From an optimization exercise on the open Yosys and OpenROAD flow, aimed at small area and a short achievable clock period; shortcuts taken in it are not production practice. At most, simulation tests tie the RTL to the original design; equivalence was not proved. Power figures rest on the tool's default switching activity, not on a simulated workload.

== willow ==
Design CircuitTest, start of the top module:
module CircuitTest (a,b,c,z,x,clk,rst);
input [63:0] a, b, c;
input clk,rst;
output reg [31:0] z, x;
reg [32:0] ar, yr;
reg er;
  ...
Size: about 1600 cells after synthesis, roughly 130 flip-flops, ~260 I/O pins, roughly 11000 sq um of cells after synthesis.
==> flow/config.mk <==
export PLATFORM = sky130hd
export DESIGN_NAME = CircuitTest
export DESIGN_NICKNAME = CircuitTest
export VERILOG_FILES = /design/flow/design.v
export SDC_FILE = /design/flow/constraint.sdc
export NUM_CORES = 4
export LEC_CHECK = 0
export ABC_AREA = 1
export CAP_MARGIN = 20
export CORE_MARGIN = 2
export CORE_UTILIZATION = 40
export CTS_BUF_LIST = sky130_fd_sc_hd__clkbuf_8
export SETUP_SLACK_MARGIN = 4.4
export SLEW_MARGIN = 20
export SYNTH_HIERARCHICAL = 1
export TNS_END_PERCENT = 0
==> flow/constraint.sdc <==
create_clock -name core_clock -period 7.5 [get_ports {clk}]
set_input_delay 1.5000 -clock core_clock [delete_from_list [all_inputs] [get_ports {clk}]]
set_output_delay 1.5000 -clock core_clock [all_outputs]
set_load 0.01 [all_outputs]
standard.sh (not shown) runs the stock make flow with config.mk's settings and CLKGATE_MAP_FILE= SYNTH_SCRIPT=/design/flow/synth_recipe.tcl, a recipe that flattens the netlist after the stock synthesis.
==> flow/flow/run.sh <==
#!/bin/bash
# Own layout flow: the standard ORFS flow (standard.sh) with these changes:
#  - synthesis script flow/mixsynth.tcl: synth_recipe.tcl with ABC run per module,
#    the small gate modules (g_*) with ORFS's speed script and the top module with
#    ORFS's area script (ABC_AREA 1); hierarchy is flattened at the end as before;
#  - no Yosys full/half-adder extraction (ADDER_MAP_FILE empty);
#  - ABC sizes for a 2 fF load (ABC_LOAD_IN_FF), so gate modules get small cells;
#  - the port buffers that buffer_ports puts on every input and output are
#    sky130_fd_sc_hd__buf_1 instead of the default delay buffer.
# Make's full output goes to flow_make.log here; each ORFS step keeps its own log
# under orfs/logs/.
set -uo pipefail
here=$(pwd)
bash standard.sh ADDER_MAP_FILE= ABC_LOAD_IN_FF=2 \
  "SYNTH_SCRIPT=$here/flow/mixsynth.tcl" \
  "BUFFER_PORTS_ARGS=-buffer_cell sky130_fd_sc_hd__buf_1" \
  SETUP_MOVE_SEQUENCE=sizeup,swap,buffer,clone,split \
  finish > flow_make.log 2>&1
==> flow/flow/mixsynth.tcl <==
# The standard flow's synthesis script (synth_recipe.tcl) with one change: ABC maps the small
# gate modules (g_*) with ORFS's speed script, which keeps XOR and MUX cells,
# and the rest of the design with ORFS's area script.
proc synth {args} { yosys synth -nofsm -noshare {*}$args }
proc abc {args} {
  set i [lsearch -exact $args -script]
  set speed [lreplace $args $i [expr {$i + 1}] -script $::env(SCRIPTS_DIR)/abc_speed.script]
  set area [lreplace $args $i [expr {$i + 1}] -script $::env(SCRIPTS_DIR)/abc_area.script]
  foreach m [split [string trim [yosys tee -q -s result.string select -list-mod =g_*]] "\n"] {
    if {$m ne ""} { yosys abc {*}$speed =$m }
  }
  yosys abc {*}$area =$::env(DESIGN_NAME)
}
source $::env(SCRIPTS_DIR)/synth.tcl
# left out here: clear keep_hierarchy, flatten, clean up, hide names made inside functions, write 1_2_yosys.v
Here is what was changed in the inputs of lagoon compared with willow.
- SETUP_SLACK_MARGIN changed from 4.4 to 4.3
diff --git a/flow/flow/run.sh b/flow/flow/run.sh
--- a/flow/flow/run.sh
+++ b/flow/flow/run.sh
@@ -17 +16,0 @@
-  SETUP_MOVE_SEQUENCE=sizeup,swap,buffer,clone,split \
Notes after the runs:
- Both conditions hold for lagoon: the flow ran to the end and the final layout passed the timing, design-rule and antenna checks.
- Changes observed in lagoon relative to willow: routed wire length about even; share of the final layout cell area in sequential cells saw little to no change.
- When the final numbers for lagoon and willow were put side by side, the synthesis-to-layout area growth turned out to be smaller in lagoon.
- lagoon against willow; number of global-route vias before repair is down slightly.
- Design area: lagoon vs willow — no meaningful difference
Inputs modified between lagoon and fjord:
- CTS_BUF_LIST: sky130_fd_sc_hd__clkbuf_8 -> sky130_fd_sc_hd__clkbuf_4
- SETUP_SLACK_MARGIN: 4.3 -> 4.2
[summary]
fjord against lagoon: proportion of power drawn by the clock network fell 2.5 points, accumulated negative setup slack about even, final cell count about even, clock buffer count in the final layout rose 3, routed wire length about even. Re met3 usage in global routing: fjord is 0.28 points up on lagoon. Worst setup slack in fjord vs lagoon: down 30 ps. fjord vs lagoon, net switching power of the design went down by about 1.8%.
diff inputs: fjord => zinc
- a change of CTS_BUF_LIST from sky130_fd_sc_hd__clkbuf_4 to sky130_fd_sc_hd__clkbuf_8
- a change of TNS_END_PERCENT from 0 to 100
- a change of SETUP_SLACK_MARGIN from 4.2 to 4.4
### Flow results
- Compared with fjord, zinc shows a lower fraction of standard cell area in multi-input logic.
- Looking at launch point of the critical path, the c[3] result is from fjord; the b[30] one comes from zinc.
- Per the comparison of zinc with fjord, design area climbed 2000 sq um, total number of cells along the worst setup path now sits higher, worst-case setup margin in the final layout dropped 10 ps.
--- input diff zinc..indigo ---
- changing TNS_END_PERCENT from 100 to 0
Notes after the runs:
indigo closes out successfully: all stages finished, all timing, DRC and antenna checks passed.
The share of power burned in the clock network of indigo exceeds that of zinc by 4.8 points.
Fraction of power consumed by sequential logic sits higher in indigo than in zinc.
Diff zinc -> indigo: area of the mapped netlist now sits at about the same level, count of antenna diodes in the layout now smaller, count of final setup violators essentially unchanged, minimum clock period down 49 ps.
Setup changes, indigo to raven
- CORE_UTILIZATION: 40 -> 50
## What came out
- Area after detailed placement, raven and indigo, higher one = indigo.
- Higher global-route usage was reported by raven, not indigo.
- Taking indigo as the reference, in raven post-route fraction of the period consumed by the critical path now sits at about the same level, fraction of power consumed by the clock network now sits lower, total chip power now sits higher, layout overhead on the synthesized area now sits higher, share of synthesized flip-flops with an asynchronous set or reset now sits at about the same level.
- Across both runs, sequential portion of the cell area was lower for raven than for indigo.
- As of raven, routed wire length per instance had risen slightly compared to indigo.
- Going from indigo to raven, number of buffers inserted to repair setup after CTS fell by 3, top achievable clock speed stayed essentially flat.

* * *

Another version of the RTL of CircuitTest (not shown whole).
Size in the first run: about 130 flip-flops, ~0.012 mm2 of cells after synthesis.
export LEC_CHECK = 0
export ABC_AREA = 1
export CAP_MARGIN = 20
export CORE_MARGIN = 2
export CORE_UTILIZATION = 40
export SETUP_SLACK_MARGIN = 4.5
export SLEW_MARGIN = 20
create_clock -name core_clock -period 7.5 [get_ports {clk}]
==> flow/flow/run.sh <==
#!/bin/bash
# Own layout flow: the standard ORFS flow (standard.sh) with two changes:
#  - no Yosys full/half-adder extraction (ADDER_MAP_FILE empty), so ABC maps the
#    hand-written prefix carry logic itself;
#  - the port buffers that buffer_ports inserts on every input and output are
#    sky130_fd_sc_hd__buf_1 instead of the default delay buffer.
# Make's full output goes to flow_make.log here; each ORFS step keeps its own log
# under orfs/logs/.
set -uo pipefail
bash standard.sh ADDER_MAP_FILE= \
  "BUFFER_PORTS_ARGS=-buffer_cell sky130_fd_sc_hd__buf_1" \
  finish > flow_make.log 2>&1
Then changed:
--- a/flow/flow/run.sh
+++ b/flow/flow/run.sh
@@ -5,3 +5,3 @@
 #  - the port buffers that buffer_ports inserts on every input and output are
-#    sky130_fd_sc_hd__buf_1 instead of the default delay buffer.
+#    sky130_fd_sc_hd__buf_2 instead of the default delay buffer.
 # Make's full output goes to flow_make.log here; each ORFS step keeps its own log
@@ -10,3 +10,3 @@
 bash standard.sh ADDER_MAP_FILE= \
-  "BUFFER_PORTS_ARGS=-buffer_cell sky130_fd_sc_hd__buf_1" \
+  "BUFFER_PORTS_ARGS=-buffer_cell sky130_fd_sc_hd__buf_2" \
   finish > flow_make.log 2>&1
Settings changed: SETUP_SLACK_MARGIN 4.5 to 4.
=> The changed run completed without violations; hold slack gets worse by 0.048 ns; power is lower by 11%; setup slack gets better by 0.052 ns.
No functional check of the RTL was part of any run of this note.

* * *

Starting RTL as in the previous note.
Settings: LEC_CHECK=0, ABC_AREA=1, CAP_MARGIN=20, CORE_MARGIN=2, CORE_UTILIZATION=60, SETUP_SLACK_MARGIN=4, SLEW_MARGIN=20; clock period 7.5 ns.
==> flow/flow/run.sh <==
#!/bin/bash
# Own layout flow: the standard ORFS flow (standard.sh) with two changes:
#  - no Yosys full/half-adder extraction (ADDER_MAP_FILE empty), so ABC maps the
#    hand-written prefix carry logic itself;
#  - the port buffers that buffer_ports inserts on every input and output are
#    sky130_fd_sc_hd__buf_2 instead of the default delay buffer.
# Make's full output goes to flow_make.log here; each ORFS step keeps its own log
# under orfs/logs/.
set -uo pipefail
bash standard.sh ADDER_MAP_FILE= \
  "BUFFER_PORTS_ARGS=-buffer_cell sky130_fd_sc_hd__buf_2" \
  finish > flow_make.log 2>&1
Then changed:
==> flow/run.sh (new file) <==
#!/bin/bash
# synth_recipe.tcl (not shown) runs the flow's synth.tcl, then flattens the netlist and writes it again
# the make line also repeats each setting of config.mk as NAME=value (left out here)
make -C /OpenROAD-flow-scripts/flow DESIGN_CONFIG=/design/flow/config.mk WORK_HOME=/design/flow/orfs CLKGATE_MAP_FILE= SYNTH_SCRIPT=/design/flow/synth_recipe.tcl finish
CORE_UTILIZATION = 40   (was 60)
SETUP_SLACK_MARGIN = not set   (was 4)
removed: flow/flow/run.sh
removed: flow/standard.sh
After rerunning:
- clock-buffer cell count went up by 1
- global-route usage went down by 13 points
- sequential power is about the same
- routed wire length went down by 32%
- synthesized area went up by 3.3%
- design area went down by 7.0%
- die area went up by 53%
- hold slack loses 38 ps
- sequential cell count stays the same
- worst setup slack loses 2100 ps
- clock skew stays flat
No run of this note included a check of the RTL's function; only the layout flow was run.

* * *

CircuitTest with an RTL version that a note above also has.
Size in the first run: ~1600 cells after synthesis, ~130 flip-flops, ~0.011 sq mm of cells after synthesis.
==> flow/design.v (excerpt) <==
module CircuitTest (a,b,c,z,x,clk,rst);
input [63:0] a, b, c;
input clk,rst;
output reg [31:0] z, x;
reg [32:0] ar, yr;
reg er;
  ...
Settings: LEC_CHECK=0, ABC_AREA=1, CAP_MARGIN=20, CORE_MARGIN=2, CORE_UTILIZATION=40, CTS_BUF_LIST=sky130_fd_sc_hd__clkbuf_8, SETUP_SLACK_MARGIN=4.4, SLEW_MARGIN=20, SYNTH_HIERARCHICAL=1, TNS_END_PERCENT=0; clock period 7.5 ns.
==> flow/flow/run.sh <==
#!/bin/bash
# Own layout flow: the standard ORFS flow (standard.sh) with these changes:
#  - synthesis script flow/mixsynth.tcl: synth_recipe.tcl with ABC run per module,
#    the small gate modules (g_*) with ORFS's speed script and the top module with
#    ORFS's area script (ABC_AREA 1); hierarchy is flattened at the end as before;
#  - no Yosys full/half-adder extraction (ADDER_MAP_FILE empty);
#  - ABC sizes for a 2 fF load (ABC_LOAD_IN_FF), so gate modules get small cells;
#  - the port buffers that buffer_ports puts on every input and output are
#    sky130_fd_sc_hd__buf_1 instead of the default delay buffer.
# Make's full output goes to flow_make.log here; each ORFS step keeps its own log
# under orfs/logs/.
set -uo pipefail
here=$(pwd)
bash standard.sh ADDER_MAP_FILE= ABC_LOAD_IN_FF=2 \
  "SYNTH_SCRIPT=$here/flow/mixsynth.tcl" \
  "BUFFER_PORTS_ARGS=-buffer_cell sky130_fd_sc_hd__buf_1" \
  SKIP_GATE_CLONING=1 \
  finish > flow_make.log 2>&1
Scripts as last shown in full above: flow/flow/mixsynth.tcl
Then changed:
--- a/flow/flow/run.sh
+++ b/flow/flow/run.sh
@@ -15,4 +15,3 @@
   "SYNTH_SCRIPT=$here/flow/mixsynth.tcl" \
   "BUFFER_PORTS_ARGS=-buffer_cell sky130_fd_sc_hd__buf_1" \
-  SKIP_GATE_CLONING=1 \
   finish > flow_make.log 2>&1
--- a/flow/config.mk
+++ b/flow/config.mk
@@ -11,5 +11,5 @@
 export CORE_UTILIZATION = 40
 export CTS_BUF_LIST = sky130_fd_sc_hd__clkbuf_8
-export SETUP_SLACK_MARGIN = 4.4
+export SETUP_SLACK_MARGIN = 4.2
 export SLEW_MARGIN = 20
 export SYNTH_HIERARCHICAL = 1
=>
- The new run completed without violations
- cell count came out higher by about 0.35%
- utilization grows by 0.54 points
- worst setup slack is better by 0.039 ns
- global-route usage goes down by 0.31 points
- wire length grows by about 4.3%
Then changed:
--- a/flow/config.mk
+++ b/flow/config.mk
@@ -10,6 +10,6 @@
 export CORE_MARGIN = 2
 export CORE_UTILIZATION = 40
-export CTS_BUF_LIST = sky130_fd_sc_hd__clkbuf_8
-export SETUP_SLACK_MARGIN = 4.2
+export CTS_BUF_LIST = sky130_fd_sc_hd__clkbuf_4 sky130_fd_sc_hd__clkbuf_8
+export SETUP_SLACK_MARGIN = 4.4
 export SLEW_MARGIN = 20
 export SYNTH_HIERARCHICAL = 1
After rerunning: The changed run ran to the end with no violations; synthesized cell count does not change; hold slack stays flat; register-to-register slack got worse by 0.06 ns; clock skew is about the same; non-clock buffer count increases by 3; wire length came out lower by about 3.3%; global-route usage climbs by 0.45 points; area after synthesis stays the same; setup slack improved by 0.040 ns; clock power increases by about 2%.

* * *

Starting RTL as in the previous note.
// CircuitTest
module CircuitTest (a,b,c,z,x,clk,rst);
input [63:0] a, b, c;
input clk,rst;
output reg [31:0] z, x;
reg [32:0] ar, yr;
reg er;
  ...
Settings: LEC_CHECK=0, ABC_AREA=1, CAP_MARGIN=20, CORE_MARGIN=2, CORE_UTILIZATION=40, CTS_BUF_LIST=sky130_fd_sc_hd__clkbuf_4, CTS_CLUSTER_SIZE=8, SETUP_SLACK_MARGIN=4.4, SLEW_MARGIN=20, SYNTH_HIERARCHICAL=1, TNS_END_PERCENT=0; clock period 7.5 ns.
==> flow/flow/run.sh <==
#!/bin/bash
# Own layout flow: the standard ORFS flow (standard.sh) with these changes:
#  - synthesis script flow/mixsynth.tcl: synth_recipe.tcl with ABC run per module,
#    the small gate modules (g_*) with ORFS's speed script and the top module with
#    ORFS's area script (ABC_AREA 1); hierarchy is flattened at the end as before;
#  - no Yosys full/half-adder extraction (ADDER_MAP_FILE empty);
#  - ABC sizes for a 2 fF load (ABC_LOAD_IN_FF), so gate modules get small cells;
#  - the port buffers that buffer_ports puts on every input and output are
#    sky130_fd_sc_hd__buf_1 instead of the default delay buffer.
# Make's full output goes to flow_make.log here; each ORFS step keeps its own log
# under orfs/logs/.
set -uo pipefail
here=$(pwd)
bash standard.sh ADDER_MAP_FILE= ABC_LOAD_IN_FF=2 \
  "SYNTH_SCRIPT=$here/flow/mixsynth.tcl" \
  "BUFFER_PORTS_ARGS=-buffer_cell sky130_fd_sc_hd__buf_1" \
  finish > flow_make.log 2>&1
Scripts as last shown in full above: flow/flow/mixsynth.tcl
The first run completed without violations.
Rerun with:
Settings changed: CTS_BUF_LIST sky130_fd_sc_hd__clkbuf_4 to sky130_fd_sc_hd__clkbuf_8, CTS_CLUSTER_SIZE 8 to unset, PLACE_DENSITY set to 0.8.
The changed run finished clean.
Sequential share of layout area came out higher by 0.43 points.
Synthesized cell count is unchanged.
Worst setup slack got worse by 28 ps.
Rerun with:
Settings changed: CORE_UTILIZATION 40 to 35, PLACE_DENSITY 0.8 to unset.
Outcome:
- hold slack gains 18 ps
- utilization came out lower by 3.3 points
- total power went up by 8.4%
- flip-flop and latch count is unchanged
- non-clock buffer count goes up by 28
- routed wire length rose by 9.6%
- maximum frequency fell by 0.67%
- final area rose by 6.2%
- first-iteration DRC count came out lower by 8.1%
Rerun with:
Settings changed: CORE_UTILIZATION 35 to 40, GPL_TIMING_DRIVEN set to 0.
Result: The changed run completed with no timing, DRC or antenna violations; power falls by 1.3%; die area came out lower by 12%; fmax rose by 2.1%; first-iteration DRC count drops by 13%; final cell count decreases by 1.3%.
Rerun with:
Settings changed: GPL_TIMING_DRIVEN 0 to unset, SETUP_SLACK_MARGIN 4.4 to 4.6.
Clock skew came out lower by 3.2 ps.
Utilization drops by 1.3 points.
Count of clock-buffer cells in the layout does not change.
Worst hold slack improves by 44 ps.
First-iteration DRC count goes up by 24%.
Cell area decreases by 2.6%.
Die area does not change.
Total power decreases by about 2.4%.
Cell count shrinks by about 0.9%.
Routed wire length rose by 2.4%.

-- afterwards: timing with drivers on the ports --
In the flow no input, the clock included, has a driving cell. The finished layouts below were timed again as built, in two steps.
Step 1 sets driving cells, clkbuf_16 on the clock port and buf_2 on the other inputs (assumed; they add their load-dependent delay and slew).
Step 2 also shifts input and output timing later by t, the mid clock arrival at the registers, as if the neighbouring blocks saw the same clock.
a / b / c = ideal / step 1 / step 2; a / b = the first two.
run	shift t [ns]	setup slack, ns	latest minus earliest clock arrival (ns)
willow	0.484	4.310 / 4.325 / 3.841	0.019 / 0.018
lagoon	0.486	4.301 / 4.319 / 3.832	0.017 / 0.017
fjord	0.569	4.272 / 4.284 / 3.715	0.026 / 0.026
zinc	0.497	4.261 / 4.266 / 3.768	0.013 / 0.013
indigo	0.484	4.310 / 4.325 / 3.841	0.019 / 0.018
raven	0.480	4.316 / 4.324 / 3.844	0.014 / 0.014
the first run of note 2	0.464	3.931 / 3.954 / 3.491	0.014 / 0.013
the second run of note 2	0.446	3.984 / 3.976 / 3.530	0.007 / 0.008
the first run of note 3	0.465	3.601 / 3.577 / 3.112	0.012 / 0.011
the second run of note 3	0.474	1.455 / 1.448 / 0.974	0.014 / 0.014
the first run of note 4	0.484	4.227 / 4.230 / 3.745	0.017 / 0.017
the second run of note 4	0.488	4.266 / 4.285 / 3.796	0.018 / 0.017
the third run of note 4	0.484	4.306 / 4.321 / 3.837	0.016 / 0.016
the first run of note 5	0.574	4.292 / 4.284 / 3.710	0.030 / 0.029
the second run of note 5	0.465	4.264 / 4.277 / 3.812	0.019 / 0.019
the third run of note 5	0.479	4.242 / 4.224 / 3.745	0.015 / 0.015
the fourth run of note 5	0.473	4.311 / 4.298 / 3.825	0.020 / 0.019
the fifth run of note 5	0.484	4.310 / 4.325 / 3.841	0.019 / 0.018
After both steps setup and hold are still met in every run listed. For the first run of note 5, which loses most, drivers alone change the setup slack by -0.008 ns; drivers and shift together by -0.582 ns.
